Source: an optimization exercise on an open RTL-to-GDS flow (aim: small area). Production flows keep margins and buffers that such runs may drop. In this exercise RTL edits were held to simulation tests only and were not proved equivalent to the original. The clock port is modelled as an ideal driver; clocking choices that lean on that would not hold on a real chip. Power figures rest on the tool's default switching activity, not on a simulated workload.

## build 72
## pixel_generation
module pixel_generation(
    input clk,
    input reset,
    input video_on,
    input [9:0] x, y,
    input KEY_UP, KEY_DOWN, KEY_LEFT, KEY_RIGHT,
    output [11:0] rgb
    );
    reg [2:0] st;
    reg [9:0] sx;           
    reg [8:0] sy;           
    reg       dx2;          
    reg [1:0] dir;          
    wire [2:0] st_d;
    wire [9:0] sx_d;
    wire [8:0] sy_d;
    wire       dx2_e, dx2_v;
    wire [1:0] dir_d;
  wire new_n89, new_n90, new_n91, new_n92, new_n93, new_n94, new_n95,
    new_n96, new_n97, new_n98, new_n99, new_n100, new_n101, new_n102,
    new_n103, new_n104, new_n105, new_n106, new_n107, new_n108, new_n109,
    new_n110, new_n111, new_n112, new_n113, new_n114, new_n115, new_n116,
    new_n117, new_n118, new_n119, new_n120, new_n121, new_n122, new_n123,
    new_n124, new_n125, new_n126, new_n127, new_n128, new_n129, new_n130,
    new_n131, new_n132, new_n133, new_n134, new_n135, new_n136, new_n137,
  ...
export LEC_CHECK = 0
export ABC_AREA = 1
export CAP_MARGIN = 20
export CORE_MARGIN = 2
export CORE_UTILIZATION = 40
export SLEW_MARGIN = 20
create_clock -name core_clock -period 10.0 [get_ports {clk}]
standard.sh (not shown) runs the stock make flow with config.mk's settings and CLKGATE_MAP_FILE= SYNTH_SCRIPT=/design/flow/synth_recipe.tcl, a recipe that flattens the netlist after the stock synthesis.
==> flow/flow/run.sh <==
#!/bin/bash
# Layout flow: the standard flow (standard.sh), except that
#  - synthesis maps the logic with an area-oriented ABC script (flow/area.abc)
#    instead of ORFS's delay-oriented one, and without extracting adder
#    cells first (flow/my_synth.tcl), and
#  - the port buffers are sky130_fd_sc_hd__buf_1 cells.
# Registers, floorplan, power grid, placement, CTS and routing are the
# standard flow's.
set -euo pipefail
WORK=$(pwd)
sed "s|SYNTH_SCRIPT=[^ ]*|SYNTH_SCRIPT=$WORK/flow/my_synth.tcl 'BUFFER_PORTS_ARGS=-buffer_cell sky130_fd_sc_hd__buf_1' 'MIN_BUF_CELL_AND_PORTS=sky130_fd_sc_hd__buf_1 A X'|" standard.sh > my_standard.sh
grep -q "SYNTH_SCRIPT=$WORK/flow/my_synth.tcl" my_standard.sh
bash my_standard.sh > flow_make.log 2>&1
==> flow/flow/area.abc <==
strash; &get -n; &dch; &nf -R 1000 -p; &put; topo
==> flow/flow/my_synth.tcl <==
proc synth {args} { yosys synth -nofsm -noshare {*}$args }
# area-oriented mapping: same synthesis, own ABC script
set ::my_abc_script [file join [file dirname [file normalize [info script]]] area.abc]
proc abc {args} {
  set i [lsearch -exact $args -script]
  if {$i >= 0} { set args [lreplace $args $i [expr {$i + 1}] -script $::my_abc_script] }
  yosys abc {*}$args
}
# no adder extraction: ABC maps the adders' gates with the rest of the logic
proc extract_fa {args} { }
source $::env(SCRIPTS_DIR)/synth.tcl
# left out here: clear keep_hierarchy, flatten, clean up, hide names made inside functions, write 1_2_yosys.v
Build 72 reached the final stage; the timing, design-rule and antenna checks on its layout passed.
What build 81 does differently from build 72 at the input level:
-- flow/flow/run.sh --
<<< build 72, line 11
sed "s|SYNTH_SCRIPT=[^ ]*|SYNTH_SCRIPT=$WORK/flow/my_synth.tcl 'BUFFER_PORTS_ARGS=-buffer_cell sky130_fd_sc_hd__buf_1' 'MIN_BUF_CELL_AND_PORTS=sky130_fd_sc_hd__buf_1 A X'|" standard.sh > my_standard.sh
>>> build 81, line 11
sed "s|SYNTH_SCRIPT=[^ ]*|SYNTH_SCRIPT=$WORK/flow/my_synth.tcl 'BUFFER_PORTS_ARGS=-buffer_cell sky130_fd_sc_hd__buf_1'|" standard.sh > my_standard.sh
- Diff build 72..build 81 | internal power component | negligible
- The number of nets in the final layout was comparable across build 81 and build 72.
- Going from build 72 to build 81, total placed instance area did not really move; maximum clock rate went up; leakage component of the power went up; average instance area after synthesis went up; first-pass GRT wire length went down.
- Fraction of area in registers across build 81 and build 72: no real change.
- Diff build 72 -> build 81: number of clock-tree buffers in the layout shrank by 1; critical path's largest stage delay held steady.
### build 81 -> build 49
- changing CAP_MARGIN from 20 to 0
- changing SLEW_MARGIN from 20 to 0
[summary]
Build 81: full flow OK, the timing, design-rule and antenna checks passed. Build 49 was carried through to the last stage, and its layout satisfied the timing, design-rule and antenna checks. Reported for build 49 and build 81, hold path depth turned out identical to the last digit. Comparing build 49 against build 81, there is no change at all in global-route usage. Fraction of met3 tracks used by global routing across build 49 and build 81: no real change. Taking build 81 as the reference, in build 49 final setup slack of the worst path held; biggest fanout along the worst timing path held; fraction of standard cell area in multi-input logic held; post-CTS setup buffer count held; multi-input combinational cell count held.
#### Input delta (build 12 over build 49)
- a change of CAP_MARGIN from 0 to 20
- a change of SLEW_MARGIN from 0 to 20
-- flow/flow/run.sh --
<<< build 49, line 11
sed "s|SYNTH_SCRIPT=[^ ]*|SYNTH_SCRIPT=$WORK/flow/my_synth.tcl 'BUFFER_PORTS_ARGS=-buffer_cell sky130_fd_sc_hd__buf_1'|" standard.sh > my_standard.sh
>>> build 12, line 11
sed "s|SYNTH_SCRIPT=[^ ]*|SYNTH_SCRIPT=$WORK/flow/my_synth.tcl 'BUFFER_PORTS_ARGS=-buffer_cell sky130_fd_sc_hd__buf_1' SYNTH_INSBUF=0|" standard.sh > my_standard.sh
--- outcome ---
Build 12 finished all stages; the layout is clean. Between build 12 and build 49, the clock buffer count is higher for build 12. Via count: higher on build 12. Status: post-layout instance count excluding filler cells parity (build 12, build 49). Measured against each other, build 12 and build 49 differ in netlist area before placement, the lower figure coming from build 12. Summary of build 12 over build 49: post-route worst hold slack went down; final setup slack of the worst path went down; die area went down.

Setup of main:
Starting RTL as in the previous note.
export LEC_CHECK = 0
export ABC_AREA = 1
export CAP_MARGIN = 20
export CORE_MARGIN = 2
export CORE_UTILIZATION = 40
export CTS_BUF_LIST = sky130_fd_sc_hd__clkbuf_8
export SLEW_MARGIN = 20
create_clock -name core_clock -period 10.0 [get_ports {clk}]
==> flow/flow/run.sh <==
#!/bin/bash
# Layout flow: the standard flow (standard.sh), except that
#  - synthesis maps the logic with an area-oriented ABC script (flow/area.abc)
#    instead of ORFS's delay-oriented one, and without extracting adder
#    cells first (flow/my_synth.tcl), and
#  - the port buffers are sky130_fd_sc_hd__buf_1 cells.
# Registers, floorplan, power grid, placement, CTS and routing are the
# standard flow's.
set -euo pipefail
WORK=$(pwd)
sed "s|SYNTH_SCRIPT=[^ ]*|SYNTH_SCRIPT=$WORK/flow/my_synth.tcl 'BUFFER_PORTS_ARGS=-buffer_cell sky130_fd_sc_hd__buf_1' 'MIN_BUF_CELL_AND_PORTS=sky130_fd_sc_hd__buf_1 A X'|" standard.sh > my_standard.sh
grep -q "SYNTH_SCRIPT=$WORK/flow/my_synth.tcl" my_standard.sh
bash my_standard.sh > flow_make.log 2>&1
Scripts as last shown in full above: flow/flow/area.abc, flow/flow/my_synth.tcl
Input-level comparison between the feature branch and main:
Settings: clearing CTS_BUF_LIST, which used to be sky130_fd_sc_hd__clkbuf_8.
-- flow/flow/run.sh --
<<< main, line 4
#    instead of ORFS's delay-oriented one, and without extracting adder
#    cells first (flow/my_synth.tcl), and
>>> the feature branch, line 4
#    instead of ORFS's delay-oriented one (flow/my_synth.tcl), and
<<< main, line 11
sed "s|SYNTH_SCRIPT=[^ ]*|SYNTH_SCRIPT=$WORK/flow/my_synth.tcl 'BUFFER_PORTS_ARGS=-buffer_cell sky130_fd_sc_hd__buf_1' 'MIN_BUF_CELL_AND_PORTS=sky130_fd_sc_hd__buf_1 A X'|" standard.sh > my_standard.sh
>>> the feature branch, line 10
sed "s|SYNTH_SCRIPT=[^ ]*|SYNTH_SCRIPT=$WORK/flow/my_synth.tcl 'BUFFER_PORTS_ARGS=-buffer_cell sky130_fd_sc_hd__buf_1'|" standard.sh > my_standard.sh
-- flow/flow/my_synth.tcl --
<<< main, line 9
# no adder extraction: ABC maps the adders' gates with the rest of the logic
proc extract_fa {args} { }
>>> the feature branch, line 9
### Flow results
- Sequential share of layout area: the feature branch vs main down 0.50 points
- The distinct cell type count after synthesis in the feature branch was lower than what main gave.
- The feature branch | stages: all done | timing, DRC, antenna: all pass
- On final critical-path required period, main beats the feature branch.
- The wire length of the first global-routing pass of the feature branch was superior to that of main.
- Diff main -> the feature branch: clock network power higher; highest net fanout along the worst path lower; routed wire length lower.

Another version of the RTL of pixel_generation (not shown whole).
For scale: roughly 25 flip-flops.
==> flow/design.v (excerpt) <==
module pixel_generation(
    input clk,
    input reset,
    input video_on,
    input [9:0] x, y,
    input KEY_UP, KEY_DOWN, KEY_LEFT, KEY_RIGHT,
    output [11:0] rgb
    );
export LEC_CHECK = 0
export ABC_AREA = 1
export CAP_MARGIN = 20
export CORE_MARGIN = 2
export CORE_UTILIZATION = 70
export CTS_BUF_LIST = sky130_fd_sc_hd__clkbuf_8
export SLEW_MARGIN = 20
create_clock -name core_clock -period 10.0 [get_ports {clk}]
==> flow/flow/run.sh <==
#!/bin/bash
# Layout flow: the standard flow (standard.sh), except that
#  - synthesis maps the logic with an area-oriented ABC script (flow/area.abc)
#    instead of ORFS's delay-oriented one, and without extracting adder
#    cells first (flow/my_synth.tcl),
#  - the buffers synthesis puts on outputs that share a net, and the port
#    buffers, are sky130_fd_sc_hd__buf_1 cells, and
#  - clock tree synthesis uses sky130_fd_sc_hd__clkbuf_8 and adds no dummy
#    loads (CTS_ARGS; otherwise ORFS's own clock_tree_synthesis arguments).
# Registers, floorplan, power grid, placement, CTS and routing are the
# standard flow's. All tool output goes to flow_make.log and ORFS's logs.
set -euo pipefail
WORK=$(pwd)
sed "s|SYNTH_SCRIPT=[^ ]*|SYNTH_SCRIPT=$WORK/flow/my_synth.tcl 'BUFFER_PORTS_ARGS=-buffer_cell sky130_fd_sc_hd__buf_1' 'MIN_BUF_CELL_AND_PORTS=sky130_fd_sc_hd__buf_1 A X' 'CTS_ARGS=-sink_clustering_enable -repair_clock_nets -buf_list sky130_fd_sc_hd__clkbuf_8 -sink_clustering_size 30 -dont_use_dummy_load'|" standard.sh > my_standard.sh
grep -q "SYNTH_SCRIPT=$WORK/flow/my_synth.tcl" my_standard.sh
bash my_standard.sh > flow_make.log 2>&1
==> flow/flow/area.abc <==
strash; &get -n; &dch; &nf -R 1000 -p -F 10 -A 6 -C 32; &put; topo
==> flow/flow/my_synth.tcl <==
proc synth {args} { yosys synth -nofsm -noshare {*}$args }
# area-oriented mapping: same synthesis, own ABC script
set ::my_abc_script [file join [file dirname [file normalize [info script]]] area.abc]
proc abc {args} {
  set i [lsearch -exact $args -script]
  if {$i >= 0} { set args [lreplace $args $i [expr {$i + 1}] -script $::my_abc_script] }
  yosys abc {*}$args
}
# no adder extraction: ABC maps the adders' gates with the rest of the logic
proc extract_fa {args} { }
source $::env(SCRIPTS_DIR)/synth.tcl
# left out here: clear keep_hierarchy, flatten, clean up, hide names made inside functions, write 1_2_yosys.v
Next try:
==> flow/flow/run.sh (replaced) <==
#!/bin/bash
# Layout flow: the standard flow (standard.sh), except that
#  - synthesis maps the logic with an area-oriented ABC script (flow/area.abc)
#    instead of ORFS's delay-oriented one, and without extracting adder
#    cells first (flow/my_synth.tcl),
#  - the buffers synthesis puts on outputs that share a net, and the port
#    buffers, are sky130_fd_sc_hd__buf_1 cells.
# Registers, floorplan, power grid, placement, CTS and routing are the
# standard flow's. All tool output goes to flow_make.log and ORFS's logs.
set -euo pipefail
WORK=$(pwd)
sed "s|SYNTH_SCRIPT=[^ ]*|SYNTH_SCRIPT=$WORK/flow/my_synth.tcl 'BUFFER_PORTS_ARGS=-buffer_cell sky130_fd_sc_hd__buf_1' 'MIN_BUF_CELL_AND_PORTS=sky130_fd_sc_hd__buf_1 A X'|" standard.sh > my_standard.sh
grep -q "SYNTH_SCRIPT=$WORK/flow/my_synth.tcl" my_standard.sh
bash my_standard.sh > flow_make.log 2>&1
--- a/flow/config.mk
+++ b/flow/config.mk
@@ -11 +11 @@
-export CORE_UTILIZATION = 70
+export CORE_UTILIZATION = 65
Outcome: The changed run completed with no timing, DRC or antenna violations. Cell area stays flat. Wire length shrinks by 0.71%. Utilization goes down by 5.3 points. Global-route usage shrinks by 1.7 points. Clock skew came out lower by 16 ps. Die area climbs by 7.3%.
Next try:
--- a/flow/flow/run.sh
+++ b/flow/flow/run.sh
@@ -12 +12 @@
-sed "s|SYNTH_SCRIPT=[^ ]*|SYNTH_SCRIPT=$WORK/flow/my_synth.tcl 'BUFFER_PORTS_ARGS=-buffer_cell sky130_fd_sc_hd__buf_1' 'MIN_BUF_CELL_AND_PORTS=sky130_fd_sc_hd__buf_1 A X'|" standard.sh > my_standard.sh
+sed "s|SYNTH_SCRIPT=[^ ]*|SYNTH_SCRIPT=$WORK/flow/my_synth.tcl 'BUFFER_PORTS_ARGS=-buffer_cell sky130_fd_sc_hd__buf_1' 'MIN_BUF_CELL_AND_PORTS=sky130_fd_sc_hd__buf_1 A X' 'CTS_ARGS=-sink_clustering_enable -repair_clock_nets -buf_list sky130_fd_sc_hd__clkbuf_8 -sink_clustering_size 30 -dont_use_dummy_load'|" standard.sh > my_standard.sh
=> Clock-buffer cell count is unchanged. Via count stays flat. Clock skew goes up by 13 ps. Sequential power barely changes. Global-route usage barely changes. Critical path depth is unchanged. Setup slack improved by 47 ps. Cell count is about the same. Hold slack is about the same.
Next try:
--- a/flow/flow/run.sh
+++ b/flow/flow/run.sh
@@ -12 +12 @@
-sed "s|SYNTH_SCRIPT=[^ ]*|SYNTH_SCRIPT=$WORK/flow/my_synth.tcl 'BUFFER_PORTS_ARGS=-buffer_cell sky130_fd_sc_hd__buf_1' 'MIN_BUF_CELL_AND_PORTS=sky130_fd_sc_hd__buf_1 A X' 'CTS_ARGS=-sink_clustering_enable -repair_clock_nets -buf_list sky130_fd_sc_hd__clkbuf_8 -sink_clustering_size 30 -dont_use_dummy_load'|" standard.sh > my_standard.sh
+sed "s|SYNTH_SCRIPT=[^ ]*|SYNTH_SCRIPT=$WORK/flow/my_synth.tcl 'BUFFER_PORTS_ARGS=-buffer_cell sky130_fd_sc_hd__buf_1' 'MIN_BUF_CELL_AND_PORTS=sky130_fd_sc_hd__buf_1 A X'|" standard.sh > my_standard.sh
--- a/flow/config.mk
+++ b/flow/config.mk
@@ -11 +11 @@
-export CORE_UTILIZATION = 65
+export CORE_UTILIZATION = 72
Outcome: Core utilization climbs by 6.4 points; power barely changes; synthesized area stays the same; synthesized cell count does not change; cell area barely changes; routed wire length drops by 0.69%.

Setup of run a:
pixel_generation again, from the RTL that the note above started with.
==> flow/config.mk <==
export PLATFORM = sky130hd
export DESIGN_NAME = pixel_generation
export DESIGN_NICKNAME = pixel_generation
export VERILOG_FILES = /design/flow/design.v
export SDC_FILE = /design/flow/constraint.sdc
export NUM_CORES = 4
export LEC_CHECK = 0
export ABC_AREA = 1
export CAP_MARGIN = 20
export CORE_MARGIN = 2
export CORE_UTILIZATION = 65
export CTS_BUF_LIST = sky130_fd_sc_hd__clkbuf_8
export GPL_ROUTABILITY_DRIVEN = 0
export SLEW_MARGIN = 20
==> flow/constraint.sdc <==
create_clock -name core_clock -period 10.0 [get_ports {clk}]
set_input_delay 2.0000 -clock core_clock [delete_from_list [all_inputs] [get_ports {clk}]]
set_output_delay 2.0000 -clock core_clock [all_outputs]
set_load 0.01 [all_outputs]
==> flow/flow/run.sh <==
#!/bin/bash
# Layout flow: the standard flow (standard.sh), except that
#  - synthesis maps the logic with an area-oriented ABC script (flow/area.abc)
#    instead of ORFS's delay-oriented one, and without extracting adder
#    cells first (flow/my_synth.tcl),
#  - the buffers synthesis puts on outputs that share a net, and the port
#    buffers, are sky130_fd_sc_hd__buf_1 cells.
# Registers, floorplan, power grid, placement, CTS and routing are the
# standard flow's. All tool output goes to flow_make.log and ORFS's logs.
set -euo pipefail
WORK=$(pwd)
sed "s|SYNTH_SCRIPT=[^ ]*|SYNTH_SCRIPT=$WORK/flow/my_synth.tcl 'BUFFER_PORTS_ARGS=-buffer_cell sky130_fd_sc_hd__buf_1' 'MIN_BUF_CELL_AND_PORTS=sky130_fd_sc_hd__buf_1 A X'|" standard.sh > my_standard.sh
grep -q "SYNTH_SCRIPT=$WORK/flow/my_synth.tcl" my_standard.sh
bash my_standard.sh > flow_make.log 2>&1
Scripts as last shown in full above: flow/flow/area.abc, flow/flow/my_synth.tcl
[inputs] run b vs run a
-- flow/config.mk --
<<< run a, line 13
export GPL_ROUTABILITY_DRIVEN = 0
>>> run b, line 13
export PLACE_DENSITY = 0.75
## What came out
Looking at critical path data arrival time, run b sits 0.17 ns above run a.
As far as clock latency reported for the late side of the worst-skew pair is concerned, run a and run b perform about the same.
Delay of the slowest critical-path stage | run b below run a
Min highest clock rate across run a and run b: run b
Relative to run a, run b degrades final routed wirelength across all metal layers.

what the ideal ports hide:
No port has a modelled driver above. Below, the same layouts with a new extraction and two added sets of constraints.
Step 1 assumes that a clkbuf_16 drives the clock port and a buf_2 every other input.
Step 2 moves the port delays by t, midway between the first and last clock arrival at a register: inputs arrive t later, outputs are due t later. That takes back most of the time a late clock gives input paths.
Three values: no drivers, after step 1, after step 2; two values: the first two.
run | t, ns | setup slack, ns | slew at the worst register clock pin (ns)
build 72 | 0.301 | 1.070 / 1.070 / 1.070 | 0.06 / 0.06
build 81 | 0.302 | 1.155 / 1.155 / 1.155 | 0.07 / 0.07
build 49 | 0.302 | 1.155 / 1.155 / 1.155 | 0.07 / 0.07
build 12 | 0.301 | 1.147 / 1.147 / 1.147 | 0.07 / 0.07
main | 0.309 | 1.078 / 1.078 / 1.078 | 0.09 / 0.09
the feature branch | 0.301 | 0.878 / 0.878 / 0.878 | 0.07 / 0.07
the first run of note 3 | 0.302 | 0.559 / 0.559 / 0.559 | 0.10 / 0.10
the second run of note 3 | 0.309 | 0.657 / 0.657 / 0.657 | 0.09 / 0.09
the third run of note 3 | 0.304 | 0.704 / 0.704 / 0.704 | 0.09 / 0.09
the fourth run of note 3 | 0.304 | 1.031 / 1.031 / 1.031 | 0.10 / 0.10
run a | 0.308 | 0.839 / 0.839 / 0.839 | 0.09 / 0.09
run b | 0.309 | 0.657 / 0.657 / 0.657 | 0.09 / 0.09
After both steps setup and hold are still met in every run listed.
